This is an optimization exercise on Yosys and OpenROAD, whose aim is small area, a short achievable clock period and few clock cycles per item, not a production implementation.
RTL that was checked went through simulation tests only; none was proved equivalent to the original.
No functional check of the RTL was part of runs 1 and 2.
Power and IR drop assume default switching activity.

File: flow/run.sh
#!/bin/bash
# synth_recipe.tcl (not shown) runs the flow's synth.tcl, then flattens the netlist and writes it again
# the make line also repeats each setting of config.mk as NAME=value (left out here)
make -C /OpenROAD-flow-scripts/flow DESIGN_CONFIG=/design/flow/config.mk WORK_HOME=/design/flow/orfs CLKGATE_MAP_FILE= SYNTH_SCRIPT=/design/flow/synth_recipe.tcl finish
File: flow/config.mk
export PLATFORM = sky130hd
export DESIGN_NAME = fsm_Hand
export DESIGN_NICKNAME = fsm_Hand
export VERILOG_FILES = /design/flow/design.v
export SDC_FILE = /design/flow/constraint.sdc
export NUM_CORES = 4
export LEC_CHECK = 0
export ABC_CLOCK_PERIOD_IN_PS = 2500
export CAP_MARGIN = 20
export CORE_MARGIN = 2
export CORE_UTILIZATION = 40
export SLEW_MARGIN = 20
File: flow/constraint.sdc
create_clock -name core_clock -period 7.0 [get_ports {clk}]
set_input_delay 1.4000 -clock core_clock [delete_from_list [all_inputs] [get_ports {clk}]]
set_output_delay 1.4000 -clock core_clock [all_outputs]
set_load 0.01 [all_outputs]
File: flow/design.v
module svmstorage #(parameter W = 10, parameter DEPTH = 1) (
    input                  clk,
    input                  en,
    input      [W-1:0]     din,
    output     [W-1:0]     tail
);
reg [W-1:0] q [0:DEPTH-1];
integer n;
always @(posedge clk)
    if (en) begin
        q[0] <= din;
        for (n = 1; n < DEPTH; n = n + 1)
            q[n] <= q[n-1];
    end
assign tail = q[DEPTH-1];
endmodule
module testDataModule #(parameter W = 10) (
    input      [1:0]   x,
    input      [W-1:0] v,
    output     [W:0]   opnd,    
    output             neg
);
wire [W:0] vs  = {v[W-1], v};
wire [W:0] mag = x[0] ? vs : (x[1] ? {v, 1'b0} : {(W+1){1'b0}});
assign neg  = x[1];
assign opnd = mag ^ {(W+1){neg}};
endmodule
module fsm_Hand(clk,rst,start,ready,result,write1,write2,SVMin,datain);
input clk,rst,start;
input write1;
input write2;
input signed [8:0] SVMin;
input signed [1:0] datain;
output result;
output ready;
reg ready;
reg result;
localparam IDLE = 2'd0, LW = 2'd1, LX = 2'd2, CP = 2'd3;
reg [1:0] st;
reg [3:0] row, col, k;
reg [8:0]  Wq;
reg [1:0]  xq;
reg [10:1] en;
reg        den;
reg        rot;
reg [10:1] rsel;
reg        fq;
reg [10:0] kh;       
reg        first;    
reg [10:2] accen;
reg        lastq;
wire wbeat = (st == LW) & write1;
wire xbeat = (st == LX) & write2;
always @(posedge clk or negedge rst)
    if (!rst) begin
        st <= IDLE; ready <= 1'b0; result <= 1'b0;
        row <= 4'd0; col <= 4'd0; k <= 4'd0;
        fq <= 1'b0; first <= 1'b0; kh <= 11'd0; accen <= 9'd0; lastq <= 1'b0; en <= 10'd0; den <= 1'b0;
    end else begin
        lastq <= kh[10];
        case (st)
        IDLE: if (start) begin
                st <= LW; ready <= 1'b0; row <= 4'd0; col <= 4'd0; k <= 4'd0;
              end
        LW:   if (write1) begin
                if (col == 4'd10) begin
                    col <= 4'd0; row <= row + 4'd1;
                    if (row == 4'd10) st <= LX;
                end else
                    col <= col + 4'd1;
              end
        LX:   if (write2) begin
                k <= k + 4'd1;
                if (k == 4'd10) st <= CP;
              end
        CP:   if (lastq) begin
                ready  <= 1'b1;
                result <= ~S[15] & (|S);
                st     <= IDLE;
              end
        endcase
        den <= (wbeat & (col == row)) | xbeat;
        begin : enc
            integer c;
            for (c = 1; c <= 10; c = c + 1)
                en[c] <= (wbeat & (((row < c) & (col == c)) | ((row == c) & (col < c)))) | xbeat;
        end
        fq <= xbeat;
        first <= xbeat & (k == 4'd0);
        begin : kh_l
            integer c;
            for (c = 0; c <= 10; c = c + 1)
                kh[c] <= xbeat & (k == c);
            for (c = 2; c <= 10; c = c + 1)
                accen[c] <= xbeat & (k < c - 1);
        end
    end
always @(posedge clk) begin
    Wq  <= SVMin;
    xq  <= datain;
    rot <= col < row;
    begin : rs
        integer c;
        for (c = 1; c <= 10; c = c + 1)
            rsel[c] <= (row == c);
    end
end
wire [9:0] tail [1:10];
wire [8:0] dtail;
reg [9:0] rtail;
always @* begin : rsel_mux
    integer c;
    rtail = 10'd0;
    for (c = 1; c <= 10; c = c + 1)
        rtail = rtail | ({10{rsel[c]}} & tail[c]);
end
wire [9:0] Wx = {Wq[8], Wq};
wire [9:0] head = rot ? (rtail + Wx) : Wx;
genvar g;
generate
    for (g = 1; g <= 10; g = g + 1) begin : col_q
        svmstorage #(.W(10), .DEPTH(g)) q (.clk(clk), .en(en[g]), .din(head), .tail(tail[g]));
    end
endgenerate
svmstorage #(.W(9), .DEPTH(11)) dq (.clk(clk), .en(den), .din(Wq), .tail(dtail));
wire [14:0] cout [1:10];
reg  [14:0] acc  [2:10];
generate
    for (g = 1; g <= 10; g = g + 1) begin : col_a
        wire [10:0] op;
        wire        ng;
        testDataModule #(.W(10)) m (.x(xq), .v(tail[g]), .opnd(op), .neg(ng));
        if (g == 1) begin : r
            assign cout[g] = {{4{op[10]}}, op} + {14'd0, ng};
        end else begin : r
            wire [14:0] a = first ? 15'd0 : acc[g];
            assign cout[g] = a + {{4{op[10]}}, op} + {14'd0, ng};
            always @(posedge clk)
                if (accen[g]) acc[g] <= cout[g];
        end
    end
endgenerate
reg [14:0] fin;
reg [14:0] fsel;
always @* begin : fmux
    integer c;
    fsel = 15'd0;
    for (c = 1; c <= 10; c = c + 1)
        fsel = fsel | ({15{kh[c-1]}} & cout[c]);
end
always @(posedge clk)
    if (fq) fin <= fsel;
reg [15:0] S;
wire [14:0] fop; wire fng; wire fop_hi;
testDataModule #(.W(15)) mf (.x(xq), .v(fin), .opnd({fop_hi, fop}), .neg(fng));
wire [15:0] fterm = first ? 16'd0 : {fop_hi, fop};
wire        fcin  = first ? 1'b0 : fng;
wire [10:0] dterm = xq[0] ? {{2{dtail[8]}}, dtail} : (xq[1] ? {dtail, 2'b00} : 11'd0);
wire [15:0] sbase = first ? 16'd255 : S;
always @(posedge clk)
    if (fq) S <= sbase + fterm + {{5{dterm[10]}}, dterm} + {15'd0, fcin};
endmodule
==> summary.md, run 1 <==
| Metric | Value |
|---|---|
| Status | no timing/DRC/antenna violations |
| Commonest cells after routing, fill and taps aside | edfxtp_1 (815), nand2_1 (179), ha_1 (166) |
| Number of port buffers | 17 |
| Grt met1 use | 25.9% |
| Worst hold path type | register to register |
| Reg area | 26,200 um2 |
| Final HPWL DP | 67,100 um |
| Syn nets | 3,134 |
| Skew-Pair Late Insertion Delay | 0.68 ns |
| Core Area | 98,600 um2 |
| DR pass1 iterations | 6 |
| Relative slew slack | 28.4% |
| CTS sink cnt | 886 |
| CP Capture Type | register |
| CP arrival | 5.68 ns |
| Logic gate share of total power | 28.7% |
| Worst-margin pin slew | 1.07 ns |
| Psw | 6280 uW |
| FP Rows | 115 |
| DRT antenna net count | 0 |
| Crit Path Max Fanout | 81 |
| Mapped Cells | 2,926 |
| Syn Area/Cell | 13.6 um2 |
| CP startpoint kind | register |
| Area Growth Syn to Fin | 11.4% |
| Drt via density | 5.37 |
| Die ar. | 102,000 um2 |
| Hold slack | 0.356 ns |
| 1st-iter DRT viols | 2,137 |
| Setup_tns | 0 ns |
| Yosys top cell area share | 61.4% |
| Post-synth top area cell | edfxtp_1 |
| Worst Setup SP | xq[1]$_DFF_P_ |
| DIE WIDTH | 320 um |
| Layout cells sized above 1 | 7.58% |
| Global Route met3 Usage | 2.76% |
| Seq cells post-synth | 886 |
| Internal power | 12,200 uW |
| Hold_sp | kh[10]$_DFF_PN0_ |
| Cell area after layout | 44,400 um2 |
| First-pass GRT wire length | 143,000 um |
| Inst Count DP | 4,143 |
| Leakage | 0.0159 uW |
| RSZ-0062 raised after global routing | false |
| GR peak layer | met2 |
| Die Height | 320 um |
| Hold Vio Cnt, Final | 0 |
| Worst EP required | 7.37 ns |
| Ys async rst share | 5.53% |
| Tcrit/Tclk final | 76.0% |
| Gr usage total | 18.7% |
| Diodes inserted | 0 |
| I/O Pins | 18 |
| Reg power frac | 45.6% |
| Syn. warnings | 25 |
| Setup violators final | 0 |
| Number of global-route vias before repair | 22.4k |
| Cell Area, Synth | 39,900 um2 |
| Finished Layout Cells | 4,310 |
| TritonCTS clock tree | built |
| Final wirelength | 95,200 um |
| GPL Wtd Cong | 0.923 |
| Most common cell after layout, fill and taps aside | edfxtp_1 |
| Sw Share | 33.9% |
| Critical path class | register to register |
| Final nets | 3,159 |
| GRT overflow | 0 |
| Ys flop type | edfxtp_1 |
| Clock buffer depth | 3 |
| Clock root buffer master | clkbuf_16 |
| PD cells | 417 nW/um2 |
| Worst-path clk slew | 0.06 ns |
| Vias | 23.1k |
| Slew Viols, Final | 0 |
| VDD IR max | 0.000357 V |
| Initial Util | 40.5% |
| Cts hold-fix bufs | 0 |
| H-tree levels | 3 |
| Cell Area, Placed | 41,500 um2 |
| Final-layout fill cell count | 8,628 |
| Post-synthesis sequential area ratio | 65.6% |
| Number of enable flip-flop cells after synthesis | 815 |
| Setup bufs post-CTS | 0 |
| Tmin final | 5.32 ns |
| Fmax achieved | 188 MHz |
| FF-to-FF setup slack | 1.68 ns |
| Max cap viols | 0 |
| DRC viols | 0 |
| Average wire per standard cell | 22.1 um |
| Unique masters post-synth | 86 |
| Reg2reg start | xq[1]$_DFF_P_ |
| Clock share of power | 25.7% |
| Fin Clk Skew | 0.0414 ns |
| Cts bufs inserted | 92 |
| Grt met2 use | 29.7% |
| Synth top area cells | edfxtp_1 (61%), ha_1 (5.2%), dfrtp_1 (3.1%) |
| Initial antenna violation count | 3 |
| Multi-input logic area | 12,900 um2 |
| Largest net degree at the start of global routing | 82 |
| Cts repair resizes | 0 |
## flip-flops by register name, summed over array words and instances, names as in the netlist, 2 cells and up
register,flops
S,16
Wq,9
acc,135
accen,9
col,4
col_q.q.q,550
dq.q,99
en,10
fin,15
k,4
kh,11
row,4
rsel,10
st,2
xq,2
## power groups by stage
stage | clock network, uW | logic (uW) | registers [uW]
6_report | 4760 | 5310 | 8450
3_3_place_gp | 0 | 5090 | 8560
2_1_floorplan | 0 | 3490 | 8400
5_1_grt | 5070 | 5850 | 8570
3_5_place_dp | 0 | 5240 | 8620
4_1_cts | 4890 | 5260 | 8510
## cell usage after synthesis, types with 10 or more instances
cell	count
ha_1	166
or2_2	12
mux2_2	19
and3_1	12
a21o_1	27
a21oi_1	91
edfxtp_1	815
xor2_1	36
inv_1	108
a22o_1	29
nand2_1	179
o31ai_1	10
buf_1	16
nand3_1	122
nand2b_1	125
a21boi_0	13
o21ai_0	154
nor2_1	112
a22oi_1	74
dfxtp_1	22
nand4_1	22
and2_1	24
a222oi_1	14
xnor2_1	121
a221oi_1	21
nor3_1	36
mux2i_1	40
dfrtp_1	49
clkbuf_1	94
fa_1	26
nor2b_1	155
o21a_1	26
## per-stage QoR
step / setup slack, ns / util (%) / power, uW
final: 1.68 / 45.1 / 18500
after global routing: 1.24 / 45.1 / 19500
after CTS: 1.66 / 45.0 / 18700
after detailed placement: 1.67 / 42.1 / 13900
after global placement: 1.76 / 42.1 / 13600
after floorplan: 1.98 / - / 11900
## final timing paths
kind	cells after the start	end
max in group asynchronous	1	en[8]$_DFF_PN0_
worst max register to register	13	fin[11]$_DFFE_PP_
worst max-delay path	13	fin[11]$_DFFE_PP_
worst min register to register	0	lastq$_DFF_PN0_
worst min-delay path	0	lastq$_DFF_PN0_
min in group asynchronous	1	k[3]$_DFFE_PN0P_
## critical path: stages (launching register included)
cell       delay [ns]
dfxtp_4          0.84
buf_4            0.58
o21ai_0          0.19
ha_1             0.37
a21oi_1          0.22
a2bb2oi_1        0.19
o31ai_1          0.12
o41ai_1          0.64
o21ai_1          0.31
nand3_1          0.16
nand2_1          0.07
xor2_1           0.17
a2111oi_0        0.94
nand3_1          0.18
## metal layers
metal,share of wire [%],wire [um]
met3,4.9,4700
met2,46,43900
met4,3.7,3550
met5,0,0
met1,45,43000
## final cells by class
type,count,share of cell area [%]
Tap cell,1287,3.62
Sequential cell,886,58.9
Timing Repair Buffer,46,0.912
Clock buffer,110,5.36
Multi-Input combinational cell,1815,29.0
Inverter,110,0.929
Clock inverter,56,1.26
## logic make-up (layout without fill, tap and decap cells)
family                     count (synthesis)  count (layout)  synth area share, %
AOI/OAI and AO/OA                        559             559                 9.57
xor gates and xnor gates                 157             157                 3.45
muxes                                     60              60                 1.60
and+or+nand+nor                          847             847                 11.2
DFF                                      886             886                 65.6
adders and majority gates                192             192                 6.51
buffers and inverters                    225             322                 2.15
==> run 2: changes to the inputs <==
--- a/flow/config.mk
+++ b/flow/config.mk
@@ -11,2 +11,3 @@
 export CORE_UTILIZATION = 40
+export SETUP_SLACK_MARGIN = 4.3
 export SLEW_MARGIN = 20
==> run 2 against run 1 <==
Die area unchanged. Largest power group unchanged. Via count increased by 9.5%. Clock-buffer cell count up 8. Largest cell class unchanged. Sequential cell count stayed put. Cell count is 5.5% higher. Clock skew is 0.0015 ns higher. Combinational power increased by 46%. Utilization grew 5.8 points. First-iteration DRC count grew 14%.
==> summary.md, run 2 <==
| Metric | Value |
|---|---|
| Average wire per standard cell | 24.5 um |
| Crit path cell chain | buf_12 -> buf_8 -> nand2_2 -> xor2_1 -> nor2_1 -> fa_1 -> ha_2 -> inv_2 -> fa_2 -> nor2b_2 -> o21ai_2 -> a21boi_2 -> o21ai_2 -> a21boi_2 -> o2111ai_2 -> nand3_2 -> or4_4 -> a211o_1 -> nand3_2 |
| Cell Area, Placed | 41,700 um2 |
| Clock buffer depth | 3 |
| GPL Wtd Cong | 1.01 |
| Worst-path clk slew | 0.06 ns |
| Status | no timing/DRC/antenna violations |
| Yosys top cell area share | 61.4% |
| Synth top area cells | edfxtp_1 (61%), ha_1 (5.2%), dfrtp_1 (3.1%) |
| DR pass1 iterations | 7 |
| Worst hold path type | register to register |
| Drt via density | 5.57 |
| CP arrival | 4.48 ns |
| Core Area | 98,600 um2 |
| Number of port buffers | 17 |
| Ys flop type | edfxtp_1 |
| Slew Viols, Final | 0 |
| Die Height | 320 um |
| Cts bufs inserted | 93 |
| Post-synthesis sequential area ratio | 65.6% |
| DRC viols | 0 |
| Reg2reg start | xq[0]$_DFF_P_ |
| Critical path class | register to register |
| Commonest cells after routing, fill and taps aside | edfxtp_1 (815), buf_4 (169), nand2_1 (151) |
| Setup violators final | 0 |
| Die ar. | 102,000 um2 |
| Syn nets | 3,134 |
| Initial Util | 40.5% |
| Number of global-route vias before repair | 24.8k |
| 1st-iter DRT viols | 2,434 |
| TritonCTS clock tree | built |
| DIE WIDTH | 320 um |
| Hold Vio Cnt, Final | 0 |
| CP bufs+invs | 3 |
| CTS sink cnt | 886 |
| Worst EP required | 7.53 ns |
| Hold EP | lastq$_DFF_PN0_ |
| Gr usage total | 21.0% |
| Ys async rst share | 5.53% |
| CP startpoint kind | register |
| FP Rows | 115 |
| Kind of cell adding the most delay to the critical path | compound AO/OA/AOI/OAI gates |
| Layout cells sized above 1 | 26.8% |
| R2R Path End | S[14]$_DFFE_PP_ |
| Largest net degree at the start of global routing | 91 |
| Most common cell in the synthesized netlist | edfxtp_1 |
| Area Growth Syn to Fin | 25.7% |
| Post-synth top area cell | edfxtp_1 |
| First-pass GRT wire length | 160,000 um |
| PD cells | 421 nW/um2 |
| FF-to-FF setup slack | 3.06 ns |
| DRT antenna net count | 0 |
| Critical path's largest stage delay | 0.51 ns |
| Worst-margin pin slew | 1.14 ns |
| Leakage | 0.0182 uW |
| Max reg flops | 550 |
| Final nets | 3,392 |
| Hold depth | 0 |
| GRT overflow | 0 |
| Number of enable flip-flop cells after synthesis | 815 |
| Most common cell after layout, fill and taps aside | edfxtp_1 |
| CP Capture Type | register |
| Initial antenna violation count | 5 |
| Inst Count DP | 4,133 |
| Clock root buffer master | clkbuf_16 |
| I/O Pins | 18 |
| Skew-Pair Late Insertion Delay | 0.69 ns |
| RSZ-0062 raised after global routing | true |
| Setup ws final | 3.06 ns |
| Fmax achieved | 254 MHz |
| Max cap viols | 0 |
| Placement Setup Slack | 2.16 ns |
| Tcrit/Tclk final | 56.3% |
| Biggest register | col_q.q.q |
| Critical path's slowest cell | dfxtp_4 |
| Syn. warnings | 25 |
| Cts hold-fix bufs | 0 |
| VDD IR max | 0.000284 V |
| Tmin final | 3.94 ns |
| Crit Path Max Fanout | 7 |
| Commonest cells post-synth | edfxtp_1 (815), nand2_1 (179), ha_1 (166) |
| Path depth of the worst reg2reg path | 19 |
| Mapped Cells | 2,926 |
| Top Registers | col_q.q.q (550), acc (135), dq.q (99) |
| Diodes inserted | 0 |
| Relative slew slack | 24.0% |
| Setup_tns | 0 ns |
| Seq cells post-synth | 886 |
| Unique masters post-synth | 86 |
| Hold_sp | kh[10]$_DFF_PN0_ |
| Final HPWL DP | 65,900 um |
| Vias | 25.3k |
| Final wirelength | 111,000 um |
| Finished Layout Cells | 4,546 |
| Cell area after layout | 50,100 um2 |
| Cell Area, Synth | 39,900 um2 |
| Hold slack | 0.350 ns |
| H-tree levels | 3 |
| Syn Area/Cell | 13.6 um2 |
| Fin Clk Skew | 0.0429 ns |
[run 2: power breakdown]
part | leakage (uW) | total [uW] | switching (uW) | internal [uW]
Combinational | 0.00849 | 7770 | 4470 | 3300
Sequential | 0.00830 | 8510 | 834 | 7670
Clock | 0.00143 | 4810 | 2090 | 2720
Total | 0.0182 | 21100 | 7390 | 13700
[run 2: worst register-to-register path: cells and delay by family (launching register included)]
family	cells	cell delay, ns
fa+ha+maj	3	0.90
simple gates	6	0.86
buf+inv	3	0.32
compound gates	6	1.04
xor+xnor	1	0.16
flops	1	0.51
[run 2: layer usage]
layer	vias up	part of all wire [%]	GRT usage (%)
li1	11500	-	-
met1	12600	41	27.8
met2	990	47	33.5
met3	291	5.9	3.01
met4	0	5.9	11.2
met5	-	0	0
[run 2: cell families (layout without fill, tap and decap cells)]
| kind of cell | after synthesis | count (layout) | share of synthesized area [%] |
|---|---|---|---|
| multiplexers | 60 | 66 | 1.60 |
| buffers and inverters | 225 | 552 | 2.15 |
| AND/OR/NAND/NOR | 847 | 847 | 11.2 |
| XOR/XNOR | 157 | 157 | 3.45 |
| AO/OA/AOI/OAI | 559 | 559 | 9.57 |
| adder cells (fa/ha/maj) | 192 | 192 | 6.51 |
| flip-flops | 886 | 886 | 65.6 |
[run 2: what timing repair did]
| action | CTS | global route |
|---|---|---|
| setup buffers | 123 | 87 |
| cloned | 24 | 8 |
| resized for setup | 334 | 301 |
| pin swaps | 153 | 145 |
| endpoints found under the setup margin | 245 | 203 |
[run 2: worst max-delay path by stage]
| stage | startpoint | endpoint | cells after the start |
|---|---|---|---|
| after floorplan | xq[0]$_DFF_P_ | S[14]$_DFFE_PP_ | 22 |
| after global placement | xq[0]$_DFF_P_ | S[14]$_DFFE_PP_ | 16 |
| after detailed placement | xq[0]$_DFF_P_ | fin[12]$_DFFE_PP_ | 16 |
| after CTS | xq[0]$_DFF_P_ | fin[13]$_DFFE_PP_ | 15 |
| after global routing | xq[0]$_DFF_P_ | S[14]$_DFFE_PP_ | 19 |
| final | xq[0]$_DFF_P_ | S[14]$_DFFE_PP_ | 19 |
[run 2: cell type report]
cell class	count	area [um2]
clock buffers	118	2440
repair buffers	272	3070
inverters	110	415
clock inverters	52	543
well taps	1287	1610
flip-flops and latches	886	26200
multi-input cells	1821	15900
fillers	8134	48400
[run 2: stage by stage]
stage	total power, uW	utilization [%]
2_1_floorplan	12000	-
3_3_place_gp	13800	42.3
3_5_place_dp	13900	42.3
4_1_cts	20000	48.4
5_1_grt	22000	50.8
6_report	21100	50.8
==> run 3: changes to the inputs <==
--- a/flow/design.v
+++ b/flow/design.v
@@ -47,5 +47,3 @@
 reg        fq;
-reg [10:0] kh;       
-reg        first;    
-reg [10:2] accen;
+reg [3:0]  kq;
 reg        lastq;
@@ -57,5 +55,5 @@
         row <= 4'd0; col <= 4'd0; k <= 4'd0;
-        fq <= 1'b0; first <= 1'b0; kh <= 11'd0; accen <= 9'd0; lastq <= 1'b0; en <= 10'd0; den <= 1'b0;
+        fq <= 1'b0; lastq <= 1'b0; en <= 10'd0; den <= 1'b0;
     end else begin
-        lastq <= kh[10];
+        lastq <= fq & (kq == 4'd10);
         case (st)
@@ -88,10 +86,2 @@
         fq <= xbeat;
-        first <= xbeat & (k == 4'd0);
-        begin : kh_l
-            integer c;
-            for (c = 0; c <= 10; c = c + 1)
-                kh[c] <= xbeat & (k == c);
-            for (c = 2; c <= 10; c = c + 1)
-                accen[c] <= xbeat & (k < c - 1);
-        end
     end
@@ -100,2 +90,3 @@
     xq  <= datain;
+    kq  <= k;
     rot <= col < row;
@@ -125,2 +116,3 @@
 svmstorage #(.W(9), .DEPTH(11)) dq (.clk(clk), .en(den), .din(Wq), .tail(dtail));
+wire first = (kq == 4'd0);
 wire [14:0] cout [1:10];
@@ -138,3 +130,3 @@
             always @(posedge clk)
-                if (accen[g]) acc[g] <= cout[g];
+                if (fq && kq < g - 1) acc[g] <= cout[g];
         end
@@ -148,3 +140,3 @@
     for (c = 1; c <= 10; c = c + 1)
-        fsel = fsel | ({15{kh[c-1]}} & cout[c]);
+        if (kq == c - 1) fsel = cout[c];
 end
--- a/flow/config.mk
+++ b/flow/config.mk
@@ -7,3 +7,2 @@
 export LEC_CHECK = 0
-export ABC_CLOCK_PERIOD_IN_PS = 2500
 export CAP_MARGIN = 20
@@ -11,3 +10,2 @@
 export CORE_UTILIZATION = 40
-export SETUP_SLACK_MARGIN = 4.3
 export SLEW_MARGIN = 20
==> run 3 against run 2 <==
Sequential share of layout area is 5.8 points higher. Cell count is 3.5% lower. Critical path type unchanged. Die area is 0.28% lower. Still clean on timing, DRC and antenna. Worst hold slack better by 0.048 ns.
==> summary.md, run 3 <==
| Metric | Value |
|---|---|
| Gr usage total | 18.3% |
| Synth top area cells | edfxtp_1 (62%), ha_1 (5.1%), xnor2_1 (2.3%) |
| RSZ-0062 raised after global routing | false |
| Worst EP required | 7.39 ns |
| Setup_tns | 0 ns |
| Skew-Pair Late Insertion Delay | 0.69 ns |
| Hold depth | 0 |
| Initial Util | 40.4% |
| FP Rows | 115 |
| Setup bufs post-CTS | 0 |
| Critical path class | register to register |
| Unique masters post-synth | 82 |
| CP arrival | 5.54 ns |
| Syn. warnings | 25 |
| CP startpoint kind | register |
| Yosys top cell area share | 61.6% |
| Max cap viols | 0 |
| Cell area after layout | 44,400 um2 |
| Tcrit/Tclk final | 73.6% |
| Hold Vio Cnt, Final | 0 |
| Biggest register | col_q.q.q |
| CTS sink cnt | 870 |
| Final wirelength | 94,200 um |
| GRT overflow | 0 |
| Cell Area, Placed | 41,400 um2 |
| DRT antenna net count | 0 |
| Fmax achieved | 194 MHz |
| Clock buffer depth | 3 |
| Leakage | 0.0160 uW |
| Number of port buffers | 17 |
| Syn nets | 3,204 |
| Drt via density | 5.32 |
| Tmin final | 5.15 ns |
| Relative slew slack | 30.9% |
| Commonest cells after routing, fill and taps aside | edfxtp_1 (815), nand2_1 (235), o21ai_0 (165) |
| Critical path's largest stage delay | 0.91 ns |
| Crit path cell chain | or4_4 -> and2_1 -> ha_1 -> a2111oi_1 -> o211ai_1 -> a2111oi_2 -> o31ai_1 -> xnor2_1 -> a221oi_1 -> o21ai_1 -> a211oi_1 -> o32ai_1 |
| Cell Area, Synth | 39,800 um2 |
| Ys flop type | edfxtp_1 |
| TritonCTS clock tree | built |
| Crit path depth | 12 |
| Critical path's slowest cell | or4_4 |
| Number of enable flip-flop cells after synthesis | 815 |
| Cts bufs inserted | 90 |
| Core Area | 98,400 um2 |
| Vias | 23.3k |
| Top Registers | col_q.q.q (550), acc (135), dq.q (99) |
| Syn Area/Cell | 13.3 um2 |
| Final nets | 3,234 |
| Setup violators final | 0 |
| Area Growth Syn to Fin | 11.6% |
| VDD IR max | 0.000282 V |
| Die ar. | 102,000 um2 |
| Final HPWL DP | 65,700 um |
| Ys async rst share | 3.33% |
| First-pass GRT wire length | 139,000 um |
| Max reg flops | 550 |
| Mapped Cells | 2,999 |
| Layout cells sized above 1 | 6.78% |
| GPL Wtd Cong | 0.944 |
| Worst-path clk slew | 0.06 ns |
| Clock root buffer master | clkbuf_16 |
| Cts repair resizes | 0 |
| Die Height | 319 um |
| Post-synthesis sequential area ratio | 64.7% |
| Initial antenna violation count | 5 |
| DR pass1 iterations | 5 |
| Post-synth top area cell | edfxtp_1 |
| Largest net degree at the start of global routing | 159 |
| Number of global-route vias before repair | 21.8k |
| Seq cells post-synth | 870 |
| Worst-margin pin slew | 1.03 ns |
| DIE WIDTH | 319 um |
| Path depth of the worst reg2reg path | 12 |
| Kind of cell adding the most delay to the critical path | compound AO/OA/AOI/OAI gates |
| Average wire per standard cell | 21.5 um |
| Slew Viols, Final | 0 |
| Cts hold-fix bufs | 0 |
| Commonest cells post-synth | edfxtp_1 (815), nand2_1 (235), o21ai_0 (165) |
| Most common cell after layout, fill and taps aside | edfxtp_1 |
| 1st-iter DRT viols | 2,065 |
| CP bufs+invs | 0 |
| H-tree levels | 3 |
| Status | no timing/DRC/antenna violations |
| DRC viols | 0 |
| Crit Path Max Fanout | 56 |
| Fin Clk Skew | 0.0550 ns |
| PD cells | 448 nW/um2 |
| Worst hold path type | register to register |
| I/O Pins | 18 |
| CP Capture Type | register |
| Most common cell in the synthesized netlist | edfxtp_1 |
[run 3: cell types whose count changed in the layout (fill, tap and decap cells not counted), sizes merged, moves of 13 or more]
| cell | previous run | this run |
|---|---|---|
| buf | 247 | 32 |
| nor2b | 156 | 31 |
| and2 | 24 | 139 |
| nand2 | 180 | 235 |
| nor2 | 112 | 141 |
| nand2b | 125 | 102 |
| a21oi | 91 | 112 |
| dfrtp | 49 | 29 |
| xor2 | 36 | 56 |
| xnor2 | 121 | 103 |
| a211oi | 6 | 23 |
| a22oi | 74 | 60 |
| o211ai | 4 | 17 |
[run 3: routing by layer]
layer	GRT usage [%]	up-vias	routed length (um)
met5	0	-	13
met2	28.9	676	43300
met3	2.86	174	5040
met1	25.0	11200	41500
met4	8.06	2	4320
li1	-	11300	-
[run 3: report_power, final]
| part | internal (uW) | switching [uW] |
|---|---|---|
| Combinational | 2360 | 4450 |
| Clock | 2620 | 2020 |
| Sequential | 7750 | 686 |
| Total | 12700 | 7150 |
[run 3: stage by stage]
| step | hold slack (ns) | power, uW | util, % | setup WS, ns | cells |
|---|---|---|---|---|---|
| after detailed placement | 0.405 | 15300 | 42.1 | 1.88 | 4222 |
| after CTS | 0.408 | 20000 | 45.0 | 1.85 | 4384 |
| after global placement | 0.400 | 15200 | 42.1 | 1.92 | 4221 |
| after floorplan | 0.400 | 12900 | - | 1.76 | 2999 |
| after global routing | 0.412 | 21000 | 45.1 | 1.38 | 4386 |
| final | 0.399 | 19900 | 45.1 | 1.85 | 4387 |
[run 3: cell families (layout without fill, tap and decap cells)]
group,Yosys count,after routing,share of synthesized area [%]
AOI/OAI and AO/OA,618,618,10.5
xor gates and xnor gates,159,159,3.50
adders and majority gates,189,189,6.44
buffers and inverters,214,314,2.03
DFF,870,870,64.7
muxes,63,63,1.64
other,0,1,0
and+or+nand+nor,886,886,11.2
[run 3: path summary, 6_finish.rpt]
| path | startpoint | slack (ns) | endpoint |
|---|---|---|---|
| min in group asynchronous | rst | 0.75 | col[0]$_DFFE_PN0P_ |
| setup / recovery | kq[2]$_DFF_P_ | 1.85 | fin[14]$_DFFE_PP_ |
| hold reg to reg | col_q[5].q.q[3][3]$_DFFE_PP_ | 0.40 | col_q[5].q.q[4][3]$_DFFE_PP_ |
| hold / removal | col_q[5].q.q[3][3]$_DFFE_PP_ | 0.40 | col_q[5].q.q[4][3]$_DFFE_PP_ |
| setup reg to reg | kq[2]$_DFF_P_ | 1.85 | fin[14]$_DFFE_PP_ |
| max in group asynchronous | rst | 5.73 | den$_DFF_PN0_ |
[run 3: layout make-up]
class | count | area (um2)
Fill cell | 8843 | 54000
Multi-Input combinational cell | 1915 | 13300
Inverter | 104 | 390
Antenna cell | 1 | 2.50
Clock buffer | 120 | 2420
Tap cell | 1287 | 1610
Clock inverter | 42 | 474
Timing Repair Buffer | 48 | 460
Sequential cell | 870 | 25700
[run 3: worst register-to-register path, cell delays in order (launching register included)]
cell and delay, ns:
dfxtp_1 0.56, or4_4 0.92, and2_1 0.32, ha_1 0.37, a2111oi_1 0.74, o211ai_1 0.30, a2111oi_2 0.49, o31ai_1 0.15
xnor2_1 0.16, a221oi_1 0.31, o21ai_1 0.20, a211oi_1 0.26, o32ai_1 0.12
Testbench counts of run 3, summed over its fixed seeds: cycles 25,920, items 192.

==> what the ideal ports hide <==
Ports are ideal in the flow. The routed layouts listed here were re-timed in OpenROAD. Step 1 assumes that a clkbuf_16 drives the clock port and a buf_2 every other input. Step 2 times the ports against the registers' clock, not the clock port: input delays grow and output delays shrink by t, the midpoint of the rising clock arrivals with the driver on. Three values: no drivers, after step 1, after step 2; two values: the first two.
| run | t (ns) | setup WS [ns] | latest minus earliest clock arrival (ns) | worst slew at a driven data input, ns |
|---|---|---|---|---|
| run 1 | 0.728 | 1.682 / 1.682 / 1.682 | 0.042 / 0.042 | 0.05 |
| run 2 | 0.734 | 3.058 / 3.058 / 3.058 | 0.044 / 0.044 | 0.06 |
| run 3 | 0.733 | 1.848 / 1.848 / 1.848 | 0.056 / 0.056 | 0.04 |
After both steps every run listed still meets setup and hold.
